Background: an optimization exercise with open tools, aiming at small area. Do not read the settings as production practice.
At most, simulation tests tie the RTL to the original design; equivalence was not proved.
No functional check of the RTL was part of runs 1 and 2.
In every run shown here, the design's own scripts or RTL, not TritonCTS, make the clock network.
No driver is modelled on the clock port, so clock power and skew are understated where the tree is cut down; a real chip needs a root buffer or a tree.
Power figures rest on the tool's default switching activity, not on a simulated workload.

$ cat flow/design.v
module axis_sm(
    input clk,
    input rstn,
    input start_en,
    input [31:0] phase_start_value,
    input [31:0] phase_stop_value,
    input [31:0] phase_step_value,
    output s_axis_phase_tvalid,
    input s_axis_phase_tready,
    output [63:0] s_axis_phase_tdata,
    output m_axis_phase_tready,
    output m_axis_data_tready,
    output [4:0] state_reg
    );
    localparam LO = 17;
    localparam CN = 7;
    reg        st0, st1, st2;
    wire [2:0] st = {st2, st1, st0};
    reg  [2:0] st_nx;
    reg [31:0] td;
    reg [31:0] fp;
    reg        cmp;
    reg        cy;
    assign s_axis_phase_tdata = {32'h0, td};
    assign state_reg = {2'b00, st};
    wire s0 = (st == 3'd0);
    wire s1 = (st == 3'd1);
    wire s2 = (st == 3'd2);
    wire s3 = (st == 3'd3);
    wire s5 = (st == 3'd5);
    wire s6 = (st == 3'd6);
    wire s7 = (st == 3'd7);
    assign s_axis_phase_tvalid = st2 | (st1 & st0) | cy;
    wire rdy = st2 | st1 | cmp;
    assign m_axis_phase_tready = rdy;
    assign m_axis_data_tready = rdy;
    wire ld   = s0 | (s6 & cmp);     
    wire s6n  = s6 & ~cmp;           
    wire h_lon = ld | s7;            
    wire hhin = ld | s7 | s6;        
    wire s7n  = ~s7;
    wire hcnn = ~(s1 | s2 | s6n);    
    wire s5n  = ~s5;
    wire s3rn = ~(s3 & rstn);
    wire hr   = ~s3 & rstn;
    wire [LO:0] clo;
    wire [LO-1:0] sum_lo;
    hadd u_ha0 (.a(td[0]), .b(phase_step_value[0]), .s(sum_lo[0]), .co(clo[1]));
    wire [32-LO:0] chi;
    wire [31-LO:0] sum_hi;
    assign chi[0] = cy;
    wire [31:0] an = {fp[31:CN], ~td[CN-1:0]};
    wire [32:0] lt;
    assign lt[0] = 1'b0;
    wire done = (fp[3:0] == 4'b1111) && !fp[6];
    wire [CN-1:0] cnt_nx = {fp[5:0], fp[6] ^ fp[3]};
    wire [31:0] fp_d, td_d;
    genvar i;
    generate
        for (i = 1; i < LO; i = i + 1) begin : g_lo
            fadd u_fa (.a(td[i]), .b(phase_step_value[i]), .ci(clo[i]), .s(sum_lo[i]), .co(clo[i+1]));
        end
        for (i = 0; i < 32 - LO; i = i + 1) begin : g_hi
            fadd u_fa (.a(td[LO+i]), .b(fp[LO+i]), .ci(chi[i]), .s(sum_hi[i]), .co(chi[i+1]));
        end
        for (i = 0; i < 32; i = i + 1) begin : g_lt
            assign lt[i+1] = (an[i] & phase_stop_value[i]) | (lt[i] & (an[i] | phase_stop_value[i]));
        end
        for (i = 0; i < 32; i = i + 1) begin : g_td
            sel_td u_td (.sn(s3rn), .vn(fp[i]), .h(hr), .q(td[i]), .d(td_d[i]));
        end
        for (i = 0; i < CN; i = i + 1) begin : g_cn
            sel_x u_fp (.p1(ld), .a(phase_start_value[i]), .p2(s7), .b(sum_lo[i]),
                        .q(fp[i]), .hn(hcnn), .c(cnt_nx[i]), .cn(s5n), .d(fp_d[i]));
        end
        for (i = CN; i < LO; i = i + 1) begin : g_flo
            sel_lo u_fp (.p1(ld), .a(phase_start_value[i]), .p2(s7), .b(sum_lo[i]),
                         .hn(h_lon), .q(fp[i]), .d(fp_d[i]));
        end
        for (i = LO; i < 32; i = i + 1) begin : g_fhi
            sel_x u_fp (.p1(ld), .a(phase_start_value[i]), .p2(s6n), .b(sum_hi[i-LO]),
                        .q(fp[i]), .hn(hhin), .c(phase_step_value[i]), .cn(s7n), .d(fp_d[i]));
        end
    endgenerate
    always @(*) begin
        case (st)
            3'd0: st_nx = start_en ? 3'd1 : 3'd0;
            3'd1: st_nx = 3'd2;
            3'd2: st_nx = 3'd3;
            3'd3: st_nx = 3'd4;
            3'd4: st_nx = s_axis_phase_tready ? 3'd5 : 3'd4;
            3'd5: st_nx = done ? 3'd7 : 3'd5;
            3'd7: st_nx = 3'd6;
            default: st_nx = (cmp && !start_en) ? 3'd0 : 3'd1;
        endcase
    end
    always @(posedge clk) begin
        cmp <= rstn & (s7 ? ~lt[32] : (s1 | s6 | cmp));
        cy  <= s7 ? clo[LO] : (s6 | (cy & ~s0));
        fp  <= fp_d;
        td  <= td_d;
        if (!rstn) begin
            st0 <= 1'b0;
            st1 <= 1'b0;
            st2 <= 1'b0;
        end else begin
            st0 <= st_nx[0];
            st1 <= st_nx[1];
            st2 <= st_nx[2];
        end
    end
endmodule
module sel_lo (input p1, input a, input p2, input b, input hn, input q, output d);
    assign d = ~((p1 & a) | (p2 & b) | ~(hn | q));
endmodule
module sel_x (input p1, input a, input p2, input b, input q, input hn, input c, input cn, output d);
    assign d = ~((p1 & a) | (p2 & b) | ~((q | hn) & (c | cn)));
endmodule
module sel_td (input sn, input vn, input h, input q, output d);
    assign d = ~((~h | ~q) & (sn | vn));
endmodule
module fadd (
    input a,
    input b,
    input ci,
    output s,
    output co
    );
    assign s = a ^ b ^ ci;
    assign co = (a & b) | (ci & (a ^ b));
endmodule
module hadd (
    input a,
    input b,
    output s,
    output co
    );
    assign s = a ^ b;
    assign co = a & b;
endmodule
$ cat flow/flow/run.sh
#!/bin/bash
# ORFS layout through the standard.sh, with these changes:
# - synthesis maps with an area-oriented ABC script (flow/synth.tcl);
# - ports are buffered with the smallest buffer;
# - the constant outputs share the tie cell that synthesis made;
# - after CTS the clock tree is replaced by one level of four buffers
#   (flow/post_cts.tcl).
bash standard.sh "SYNTH_SCRIPT=$PWD/flow/synth.tcl" \
  "BUFFER_PORTS_ARGS=-buffer_cell sky130_fd_sc_hd__buf_1" SKIP_REPAIR_TIE_FANOUT=1 \
  "CTS_ARGS=-sink_clustering_enable -repair_clock_nets -dont_use_dummy_load" \
  "POST_CTS_TCL=$PWD/flow/post_cts.tcl" \
  finish > standard.log 2>&1
$ cat flow/flow/abc_area.script
strash
dch
map -a
mfs
strash
dch
map -a
topo
stime -c
$ cat flow/flow/post_cts.tcl
# Replace the clock tree that CTS built with a single level: the clock port
# drives four clock buffers, each driving the flip-flops of one quadrant.
set block [ord::get_db_block]
set db [ord::get_db]
set clknet [$block findNet clk]

# undo CTS: move every clock sink back onto the clock port's net and delete
# the CTS buffers and their nets
set cts_insts {}
foreach net [$block getNets] {
  if {[$net getSigType] != "CLOCK" || [$net getName] == "clk"} { continue }
  foreach it [$net getITerms] {
    set inst [$it getInst]
    if {[string match "*clkbuf*" [[$inst getMaster] getName]]} {
      if {[$it isOutputSignal]} { lappend cts_insts $inst }
      continue
    }
    $it disconnect
    $it connect $clknet
  }
}
foreach inst [lsort -unique $cts_insts] {
  foreach it [$inst getITerms] {
    set n [$it getNet]
    if {$n != "NULL"} { $it disconnect }
  }
  odb::dbInst_destroy $inst
}
foreach net [$block getNets] {
  if {[$net getSigType] == "CLOCK" && [$net getName] != "clk" && [llength [$net getITerms]] == 0} {
    odb::dbNet_destroy $net
  }
}

set master [$db findMaster sky130_fd_sc_hd__clkbuf_8]
set sinks {}
foreach it [$clknet getITerms] {
  set inst [$it getInst]
  lappend sinks [list [lindex [$inst getLocation] 0] [lindex [$inst getLocation] 1] $it]
}
set sinks [lsort -integer -index 0 $sinks]
set n [llength $sinks]
set half [expr {($n + 1) / 2}]
set groups {}
foreach col [list [lrange $sinks 0 [expr {$half - 1}]] [lrange $sinks $half end]] {
  set col [lsort -integer -index 1 $col]
  set h [expr {([llength $col] + 1) / 2}]
  lappend groups [lrange $col 0 [expr {$h - 1}]] [lrange $col $h end]
}
set k 0
foreach grp $groups {
  if {[llength $grp] == 0} { continue }
  set net [odb::dbNet_create $block "clknet_q$k"]
  $net setSigType CLOCK
  set sx 0
  set sy 0
  foreach s $grp {
    set it [lindex $s 2]
    $it disconnect
    $it connect $net
    set sx [expr {$sx + [lindex $s 0]}]
    set sy [expr {$sy + [lindex $s 1]}]
  }
  set inst [odb::dbInst_create $block $master "clkbuf_q$k"]
  [$inst findITerm A] connect $clknet
  [$inst findITerm X] connect $net
  $inst setLocation [expr {$sx / [llength $grp]}] [expr {$sy / [llength $grp]}]
  $inst setPlacementStatus PLACED
  incr k
}
puts "post_cts: [llength [lsort -unique $cts_insts]] CTS buffers replaced by $k clkbuf_8"
detailed_placement
estimate_parasitics -placement
$ cat flow/flow/synth.tcl
# The standard flow's synthesis script (synth_recipe.tcl), with ABC run on an
# area-oriented script (flow/abc_area.script) instead of ORFS's speed script.
set my_abc_script [file join [file dirname [file normalize [info script]]] abc_area.script]
proc synth {args} { yosys synth -nofsm -noshare {*}$args }
proc abc {args} {
  global my_abc_script
  set i [lsearch $args -script]
  if {$i >= 0} { set args [lreplace $args [expr {$i + 1}] [expr {$i + 1}] $my_abc_script] }
  yosys abc {*}$args
}
source $::env(SCRIPTS_DIR)/synth.tcl
# left out here: clear keep_hierarchy, flatten, clean up, hide names made inside functions, write 1_2_yosys.v
$ cat flow/standard.sh
#!/bin/bash
# synth_recipe.tcl (not shown) runs the flow's synth.tcl, then flattens the netlist and writes it again
# the make line also repeats each setting of config.mk as NAME=value (left out here)
make -C /OpenROAD-flow-scripts/flow DESIGN_CONFIG=/design/flow/config.mk WORK_HOME=/design/flow/orfs CLKGATE_MAP_FILE= SYNTH_SCRIPT=/design/flow/synth_recipe.tcl "${@:-finish}"
$ cat flow/config.mk
export PLATFORM = sky130hd
export DESIGN_NAME = axis_sm
export DESIGN_NICKNAME = axis_sm
export VERILOG_FILES = /design/flow/design.v
export SDC_FILE = /design/flow/constraint.sdc
export NUM_CORES = 4
export LEC_CHECK = 0
export CAP_MARGIN = 20
export CORE_MARGIN = 2
export CORE_UTILIZATION = 65
export PLACE_DENSITY = 0.85
export SLEW_MARGIN = 20
export SYNTH_HIERARCHICAL = 1
$ cat flow/constraint.sdc
create_clock -name core_clock -period 10.0 [get_ports {clk}]
set_input_delay 2.0000 -clock core_clock [delete_from_list [all_inputs] [get_ports {clk}]]
set_output_delay 2.0000 -clock core_clock [all_outputs]
set_load 0.01 [all_outputs]
==> metrics.md, run 1 <==
| Metric | Value |
|---|---|
| Setup TNS | `0 ns` |
| Initial DRC Count | `172` |
| Status | `finished clean` |
| Critical path peak fanout | `1` |
| Hold path depth | `1` |
| Detailed-route DRC error count | `0` |
| Relative slew slack | `36.6%` |
| Net Count, Synth | `508` |
| Die Footprint | `6140 sq um` |
| Die H | `78.4 um` |
| Vias in the first global route | `3201` |
| Slew Viols, Final | `0` |
| DR vias | `3339` |
| Largest net degree at the start of global routing | `35` |
| Number of flops mapped to enable cells by yosys | `0` |
| Placed Area | `3950 sq um` |
| RSZ-0062 raised after global routing | `no` |
| #FFs+latches synth | `69` |
| Post-synthesis sequential area ratio | `38.4%` |
| Warnings, synthesis | `7` |
| Clock sinks | `69` |
| Clk Latency, worst-skew pair | `0.16 ns` |
| Post-Route Skew | `0.0110 ns` |
| F_max | `0.114 GHz` |
| Startpoint types | `primary input` |
| Initial antenna violation count | `0` |
| GRT Util Overall | `30.4%` |
| Leakage power | `1.46 nW` |
| Hold path startpoint | `fp[4]$_DFF_P_` |
| DRT Wirelength | `9160 um` |
| DR vias/cell | `6.04` |
| Core area | `5440 sq um` |
| Syn Inst Count | `376` |
| Max_cap viols | `0` |
| Clock transition at path regs | `0.11 ns` |
| Asr flop ratio synth | `0%` |
| Avg Inst Size Synth | `9.56 sq um` |
| Crit path kind | `primary input to register` |
| Rows | `27` |
| Share of layout cells above drive strength 1 | `2.49%` |
| Antenna Violating Nets Remaining | `0` |
| First drt pass iteration count | `4` |
| Remaining Overflow, GRT | `0` |
| IO buf count | `137` |
| Post-synth top area share | `38.4%` |
| Netlist cell types | `24` |
| DP HPWL | `6780 um` |
| Minimum clock period | `8.77 ns` |
| Critical Path Sink Type | `register` |
| Fin area | `4010 sq um` |
| Peak VDD IR | `0.000162 V` |
| Synth area leaders | `dfxtp_1, fa_1, a221oi_1, buf_4, o21ai_0` |
| Effective utilization at floorplan | `66.1%` |
| I/O pins | `172` |
| Synth area leader | `dfxtp_1` |
| Prevailing post-synth register cell | `dfxtp_1` |
| Die width | `78.4 um` |
| Final hold viol count | `0` |
| Antenna diodes | `0` |
| Synthesis-to-layout area growth | `11.6%` |
| Crit. Startpoint | `phase_step_value[0]` |
| Worst Path Arrival | `8.85 ns` |
| WL/cell | `16.6 um` |
| Global-route wire length before repair | `14700 um` |
| Count of final setup violators | `0` |
| Worst hold path type | `register to register` |
| Worst-Margin Slew | `0.950 ns` |
| Critical R2R Launch | `td[0]$_DFF_P_` |
| Tcrit/Tclk final | `87.7%` |
| Worst R2R Path Depth | `18` |
| Nets@finish | `615` |
| Post-Syn Area | `3590 sq um` |
| Crit path required time | `10.07 ns` |
| Final GP Congestion | `0.869` |
| Pwr/cell area | `223 nW/um^2` |
kinds of logic (layout without fill, tap and decap cells):
logic type               after synthesis  after routing  synth area share [%]
XOR/XNOR                               1              1                 0.244
buffers and inverters                 54            159                  9.61
flip-flops                            69             69                  38.4
AO/OA/AOI/OAI                        131            131                  24.3
AND/OR/NAND/NOR                       88             88                  9.68
other                                  1              1                 0.104
adder cells (fa/ha/maj)               32             32                  17.6
Yosys stat by module (local to each module, per instance):
module	flip-flops and latches	area [sq um]
sel_x	0	15.0
fadd	0	20.0
hadd	0	12.5
sel_lo	0	12.5
axis_sm	69	2230
sel_td	0	8.76
metal layers:
layer  global-route usage [%]  up-vias  part of all wire [%]
met1                     37.9     1577                    40
met5                        0        -                     0
li1                         -     1559                     -
met3                     5.06       23                   8.6
met4                     11.1        0                   2.6
met2                     53.5      180                    49
sequential cells by signal, indices dropped and copies added, names as in the netlist:
signal  flops
fp         32
td         32
cmp         1
cy          1
st0         1
st1         1
st2         1
layout by cell type (no fill, tap or decap), drive strengths merged:
| cell type | synthesis | final |
|---|---|---|
| buf | 38 | 139 |
| dfxtp | 69 | 69 |
| nand2 | 44 | 44 |
| o21ai | 43 | 43 |
| a221oi | 39 | 39 |
| nor2 | 34 | 34 |
| o22ai | 32 | 32 |
| fa | 31 | 31 |
| clkinv | 16 | 16 |
| a21oi | 7 | 7 |
| a22oi | 4 | 4 |
| clkbuf | 0 | 4 |
| nor3 | 4 | 4 |
| nand4 | 2 | 2 |
| or2 | 2 | 2 |
| nand3 | 2 | 2 |
| a31oi | 1 | 1 |
| o221ai | 1 | 1 |
| o221a | 1 | 1 |
| o211a | 1 | 1 |
| o21a | 1 | 1 |
| a2bb2oi | 1 | 1 |
| xor2 | 1 | 1 |
| conb | 1 | 1 |
| ha | 1 | 1 |
critical path, stage by stage:
cell      delay (ns)
buf_1           0.08
ha_1            0.19
fa_1            0.40
fa_1            0.41
fa_1            0.39
fa_1            0.39
fa_1            0.39
fa_1            0.40
fa_1            0.40
fa_1            0.39
fa_1            0.39
fa_1            0.39
fa_1            0.39
fa_1            0.39
fa_1            0.39
fa_1            0.41
fa_1            0.40
fa_1            0.43
a221oi_1        0.23
power breakdown:
| group | switching [mW] | total [mW] | internal (mW) |
|---|---|---|---|
| Combinational | 0.184 | 0.327 | 0.144 |
| Sequential | 0.104 | 0.459 | 0.355 |
| Clock | 0.0698 | 0.107 | 0.0373 |
| Total | 0.358 | 0.894 | 0.536 |
worst paths after layout:
kind	slack (ns)	endpoint
worst max-delay path	1.23	fp[16]$_DFF_P_
worst min-delay path	0.48	td[4]$_DFF_P_
worst max register to register	2.77	fp[16]$_DFF_P_
worst min register to register	0.48	td[4]$_DFF_P_
metrics by stage:
| stage | hold WS, ns | std cells | util (%) | power (mW) | worst slack, ns |
|---|---|---|---|---|---|
| finish | 0.483 | 553 | 73.8 | 0.894 | 1.23 |
| global route | 0.509 | 553 | 73.8 | 0.954 | 1.03 |
| detailed placement | 0.467 | 549 | 72.6 | 0.784 | 1.00 |
| global placement | 0.465 | 549 | 72.6 | 0.762 | 1.18 |
| floorplan | 0.450 | 376 | - | 0.683 | 1.41 |
final cells by class:
| class | instances | area [sq um] |
|---|---|---|
| multi-input cells | 253 | 1900 |
| fillers | 435 | 1430 |
| flip-flops and latches | 69 | 1380 |
| repair buffers | 139 | 529 |
| well taps | 72 | 90.1 |
| inverters | 16 | 60.1 |
| plain buffers | 4 | 55.1 |
cell usage after synthesis, types with 2 or more instances:
library cell,instances
clkinv_1,16
buf_4,38
dfxtp_1,69
nand4_1,2
nor2_1,34
nand2_1,44
a221oi_1,39
o21ai_0,43
a21oi_1,7
o22ai_1,32
a22oi_1,4
nand3_1,2
or2_2,2
fa_1,31
nor3_1,4
==> inputs of run 2 (changes only) <==
--- a/flow/design.v
+++ b/flow/design.v
@@ -13,5 +13,5 @@
     output [4:0] state_reg
     );
-    localparam LO = 17;
+    localparam LO = 19;
     localparam CN = 7;
     reg        st0, st1, st2;
==> metrics.md, run 2 <==
| Metric | Value |
|---|---|
| Count of final setup violators | `0` |
| Post-Syn Area | `3590 sq um` |
| DR vias | `3325` |
| Syn Inst Count | `376` |
| Hold_ws | `0.503 ns` |
| Number of flops mapped to enable cells by yosys | `0` |
| First drt pass iteration count | `5` |
| I/O pins | `172` |
| DRT Wirelength | `8950 um` |
| Worst-Margin Slew | `1.06 ns` |
| Worst Path Arrival | `9.68 ns` |
| Commonest non-fill, non-tap cells in the layout | `buf_1, dfxtp_1, nand2_1, o21ai_0, a221oi_1` |
| Clock sinks | `69` |
| Peak VDD IR | `0.000117 V` |
| Synth cell count leaders | `dfxtp_1, nand2_1, o21ai_0` |
| Post-Route Skew | `0.00793 ns` |
| Effective utilization at floorplan | `66.4%` |
| Synthesis-to-layout area growth | `11.4%` |
| Net Count, Synth | `508` |
| Asr flop ratio synth | `0%` |
| Critical path peak fanout | `1` |
| Post-synthesis sequential area ratio | `38.5%` |
| DR vias/cell | `6.00` |
| Warnings, synthesis | `7` |
| Status | `finished clean` |
| Most common cell after layout, fill and taps aside | `buf_1` |
| Place WS | `0.190 ns` |
| Leakage power | `1.46 nW` |
| Die width | `78.3 um` |
| Synth area leader | `dfxtp_1` |
| Clock transition at path regs | `0.10 ns` |
| Startpoint types | `primary input` |
| Antenna diodes | `0` |
| Prevailing post-synth register cell | `dfxtp_1` |
| RSZ-0062 raised after global routing | `no` |
| GRT Util Overall | `29.9%` |
| Critical Path Sink Type | `register` |
| Avg Inst Size Synth | `9.55 sq um` |
| Worst Setup Slack, final | `0.388 ns` |
| WL/cell | `16.2 um` |
| Most frequent cell after synthesis | `dfxtp_1` |
| Share of layout cells above drive strength 1 | `2.70%` |
| Rows | `27` |
| Crit path kind | `primary input to register` |
| DP HPWL | `6730 um` |
| Nets@finish | `616` |
| Final hold viol count | `0` |
| Worst hold path type | `register to register` |
| Largest net degree at the start of global routing | `35` |
| Crit path required time | `10.07 ns` |
| Clk Latency, worst-skew pair | `0.16 ns` |
| Slew Viols, Final | `0` |
| Top flop regs | `fp: 32 flops, td: 32 flops` |
| Final GP Congestion | `0.868` |
| Die Footprint | `6130 sq um` |
| Tcrit/Tclk final | `96.1%` |
| Netlist cell types | `24` |
| Minimum clock period | `9.61 ns` |
| #FFs+latches synth | `69` |
| Post-synth top area share | `38.5%` |
| IO buf count | `137` |
| F_max | `0.104 GHz` |
| Max_cap viols | `0` |
| Vias in the first global route | `3184` |
| Relative slew slack | `28.7%` |
| Detailed-route DRC error count | `0` |
| Die H | `78.3 um` |
| Initial DRC Count | `182` |
| Remaining Overflow, GRT | `0` |
| Initial antenna violation count | `0` |
| Synth area leaders | `dfxtp_1, fa_1, a221oi_1, buf_4, o21ai_0` |
| Pwr/cell area | `220 nW/um^2` |
| Core area | `5410 sq um` |
| Setup TNS | `0 ns` |
| Global-route wire length before repair | `14500 um` |
| Antenna Violating Nets Remaining | `0` |
run 2: changes by cell type after synthesis:
cell     change
o22ai_1      -2
nor2_1       +2
run 2: where the power goes:
group	internal, mW	switching (mW)
sequential	0.355	0.100
combinational	0.141	0.181
clock	0.0372	0.0682
run 2: final timing paths:
| kind | slack [ns] | end | from | depth (start not counted) |
|---|---|---|---|---|
| worst max-delay path | 0.39 | fp[18]$_DFF_P_ | phase_step_value[0] | 21 |
| worst min-delay path | 0.50 | td[5]$_DFF_P_ | fp[5]$_DFF_P_ | 1 |
| worst max register to register | 1.92 | fp[18]$_DFF_P_ | td[0]$_DFF_P_ | 20 |
| worst min register to register | 0.50 | td[5]$_DFF_P_ | fp[5]$_DFF_P_ | 1 |
run 2: Yosys stat by module, one instance, submodules excluded:
module   area (sq um)  flops+latches  copies in the design
sel_x            15.0              0                    20
sel_lo           12.5              0                    12
axis_sm          2230             69                     1
sel_td           8.76              0                    32
fadd             20.0              0                    31
hadd             12.5              0                     1
run 2: area by class of cell:
class                           count  area, sq um
Multi-Input combinational cell    253         1880
Fill cell                         432         1410
Sequential cell                    69         1380
Buffer                              4         55.1
Inverter                           16         60.1
Tap cell                           72         90.1
Timing Repair Buffer              140          537
run 2: critical path: stages:
cell	delay (ns)
buf_1	0.07
ha_1	0.18
fa_1	0.39
fa_1	0.40
fa_1	0.39
fa_1	0.40
fa_1	0.39
fa_1	0.40
fa_1	0.39
fa_1	0.40
fa_1	0.41
fa_1	0.40
fa_1	0.39
fa_1	0.38
fa_1	0.39
fa_1	0.39
fa_1	0.40
fa_1	0.43
fa_1	0.40
fa_1	0.44
a221oi_1	0.23
run 2: routing by layer:
metal	share of wire [%]	global-route usage (%)
met4	2.2	8.25
met1	40	38.1
met5	0	0
met3	8.2	5.98
met2	50	52.0
run 2: metrics by stage:
stage               total power [mW]  utilization [%]  instances  instance area (sq um)
finish                         0.882             74.0        554                   4000
global route                   0.947             74.0        554                   4000
detailed placement             0.773             72.9        550                   3940
global placement               0.757             72.9        550                   3940
floorplan                      0.678                -        376                   3590
run 2: kinds of logic (layout without fill, tap and decap cells):
kind of cell	count (synthesis)	after routing	synth area share (%)
other cells	1	1	0.104
flops	69	69	38.5
compound gates	129	129	24.0
xor+xnor	1	1	0.244
simple gates	90	90	9.90
fa+ha+maj	32	32	17.6
buf+inv	54	160	9.62
==> inputs of run 3 (changes only) <==
--- a/flow/design.v
+++ b/flow/design.v
@@ -13,5 +13,5 @@
     output [4:0] state_reg
     );
-    localparam LO = 19;
+    localparam LO = 18;
     localparam CN = 7;
     reg        st0, st1, st2;
==> metrics.md, run 3 <==
| Metric | Value |
|---|---|
| Largest net degree at the start of global routing | `35` |
| Most common cell after layout, fill and taps aside | `buf_1` |
| Number of flops mapped to enable cells by yosys | `0` |
| Synth area leader | `dfxtp_1` |
| Critical path peak fanout | `1` |
| Max_cap viols | `0` |
| Peak VDD IR | `0.000163 V` |
| DR vias/cell | `6.03` |
| Clock sinks | `69` |
| Slew Viols, Final | `0` |
| GRT Util Overall | `30.7%` |
| Status | `finished clean` |
| Vias in the first global route | `3210` |
| Remaining Overflow, GRT | `0` |
| Worst Setup Slack, final | `0.793 ns` |
| Critical Path, Cell by Cell | `buf_1 > ha_1 > fa_1 > fa_1 > fa_1 > fa_1 > fa_1 > fa_1 > fa_1 > fa_1 > fa_1 > fa_1 > fa_1 > fa_1 > fa_1 > fa_1 > fa_1 > fa_1 > fa_1 > a221oi_1` |
| Clk Latency, worst-skew pair | `0.16 ns` |
| Worst Path Arrival | `9.27 ns` |
| Final GP Congestion | `0.868` |
| Place WS | `0.571 ns` |
| RSZ-0062 raised after global routing | `no` |
| First drt pass iteration count | `4` |
| Asr flop ratio synth | `0%` |
| Worst hold path type | `register to register` |
| Rows | `27` |
| Netlist cell types | `24` |
| #FFs+latches synth | `69` |
| Post-synthesis sequential area ratio | `38.5%` |
| Commonest non-fill, non-tap cells in the layout | `buf_1, dfxtp_1, nand2_1, o21ai_0, a221oi_1` |
| Initial antenna violation count | `0` |
| Filler cells | `448` |
| DR vias | `3340` |
| DP HPWL | `6830 um` |
| IO buf count | `137` |
| Critical R2R Launch | `td[0]$_DFF_P_` |
| Slowest CP cell | `fa_1` |
| F_max | `0.109 GHz` |
| CP dominant cell by count | `fa_1` |
| Startpoint types | `primary input` |
| Effective utilization at floorplan | `66.5%` |
| Crit path largest cell delay | `0.43 ns` |
| Die width | `78.3 um` |
| Top flop regs | `fp: 32 flops, td: 32 flops` |
| DRT Wirelength | `9010 um` |
| Hold path startpoint | `fp[4]$_DFF_P_` |
| Clock transition at path regs | `0.10 ns` |
| Tcrit/Tclk final | `92.1%` |
| Final hold viol count | `0` |
| Global-route wire length before repair | `14900 um` |
| Synthesis-to-layout area growth | `11.4%` |
| Antenna Violating Nets Remaining | `0` |
| Critical Path Sink Type | `register` |
| Nets@finish | `616` |
| Count of final setup violators | `0` |
| Post-Syn Area | `3590 sq um` |
| Worst-Margin Slew | `1.04 ns` |
| Relative slew slack | `30.2%` |
| Detailed-route DRC error count | `0` |
| Core area | `5410 sq um` |
| Prevailing post-synth register cell | `dfxtp_1` |
| Setup TNS | `0 ns` |
| Die H | `78.3 um` |
| Avg Inst Size Synth | `9.55 sq um` |
| Most frequent cell after synthesis | `dfxtp_1` |
| Footprint of the multi-input gates | `1880 sq um` |
| Post-Route Skew | `0.00831 ns` |
| WL/cell | `16.3 um` |
| Crit path required time | `10.06 ns` |
| Minimum clock period | `9.21 ns` |
| Reg area | `1380 sq um` |
| Post-synth top area share | `38.5%` |
| Net Count, Synth | `508` |
| Initial DRC Count | `167` |
| Warnings, synthesis | `7` |
| I/O pins | `172` |
| Pwr/cell area | `221 nW/um^2` |
| Antenna diodes | `0` |
| Die Footprint | `6140 sq um` |
| Syn Inst Count | `376` |
| Synth area leaders | `dfxtp_1, fa_1, a221oi_1, buf_4, o21ai_0` |
| Synth cell count leaders | `dfxtp_1, nand2_1, o21ai_0` |
| Crit path kind | `primary input to register` |
| Crit. Startpoint | `phase_step_value[0]` |
| Share of layout cells above drive strength 1 | `2.70%` |
| Leakage power | `1.46 nW` |
[run 3: worst paths after layout]
| check | end | cells past startpoint | slack [ns] |
|---|---|---|---|
| worst max register to register | fp[17]$_DFF_P_ | 19 | 2.33 |
| worst min register to register | td[4]$_DFF_P_ | 1 | 0.50 |
| worst max-delay path | fp[17]$_DFF_P_ | 20 | 0.79 |
| worst min-delay path | td[4]$_DFF_P_ | 1 | 0.50 |
[run 3: report_power, final]
part           switching [mW]  internal, mW
logic                   0.181         0.142
clock network          0.0686        0.0372
registers               0.102         0.355
total                   0.352         0.534
[run 3: cells by family (layout without fill, tap and decap cells)]
logic type | Yosys count | after routing | share of synthesized area [%]
flops | 69 | 69 | 38.5
xor+xnor | 1 | 1 | 0.244
fa+ha+maj | 32 | 32 | 17.6
other cells | 1 | 1 | 0.104
compound gates | 130 | 130 | 24.2
simple gates | 89 | 89 | 9.79
buf+inv | 54 | 160 | 9.61
[run 3: final cells by class]
type | instances | share of cell area, %
repair buffers | 140 | 13.4
inverters | 16 | 1.50
well taps | 72 | 2.25
plain buffers | 4 | 1.38
multi-input cells | 253 | 47.0
flip-flops and latches | 69 | 34.5
[run 3: layer usage]
layer,part of all wire [%],track usage (%),vias up
met5,0,0,-
met1,40,40.1,1571
met3,8.5,6.21,16
met4,1.8,7.89,0
met2,49,52.6,183
li1,-,-,1570
[run 3: metrics by stage]
step,instances,cell area (sq um),utilization [%],power [mW],hold WS [ns]
6_report,554,4000,74.1,0.886,0.504
5_1_grt,554,4000,74.1,0.957,0.526
3_5_place_dp,550,3950,73.0,0.779,0.470
3_3_place_gp,550,3950,73.0,0.759,0.465
2_1_floorplan,376,3590,-,0.680,0.450
[run 3: critical path: cells and delay by family]
kind | cells | cell delay (ns)
buf+inv | 1 | 0.07
compound gates | 1 | 0.24
fa+ha+maj | 18 | 6.95
[run 3: modules after synthesis (local to each module, per instance)]
module | copies in the design | cells inside | flops+latches | area, sq um
hadd | 1 | 1 | 0 | 12.5
axis_sm | 1 | 216 | 69 | 2230
fadd | 31 | 1 | 0 | 20.0
sel_lo | 11 | 2 | 0 | 12.5
sel_x | 21 | 2 | 0 | 15.0
sel_td | 32 | 2 | 0 | 8.76

-- what the ideal ports hide --
Ports are ideal in the flow. The routed layouts listed here were re-timed in OpenROAD.
Step 1: set_driving_cell puts a clkbuf_16 on clk and a buf_2 on each other input, an assumption about the parent block.
Step 2 times the ports against the registers' clock, not the clock port: input delays grow and output delays shrink by t, the midpoint of the rising clock arrivals with the driver on.
Three values: ideal ports, drivers, drivers and shift; two values: the first two.
| run | t, ns | slack for setup (ns) | hold slack, ns | worst data-port slew with drivers (ns) | cell pins on the clock port's net |
|---|---|---|---|---|---|
| run 1 | 0.216 | 1.230 / 1.267 / 1.051 | 0.483 / 0.483 / 0.483 | 0.06 | 4 |
| run 2 | 0.215 | 0.388 / 0.426 / 0.211 | 0.503 / 0.503 / 0.503 | 0.04 | 4 |
| run 3 | 0.216 | 0.793 / 0.829 / 0.613 | 0.504 / 0.504 / 0.504 | 0.05 | 4 |
After both steps setup and hold are still met in every run listed. The setup slack of run 3, which loses most, moves by +0.036 ns with the drivers and by -0.180 ns with both steps.
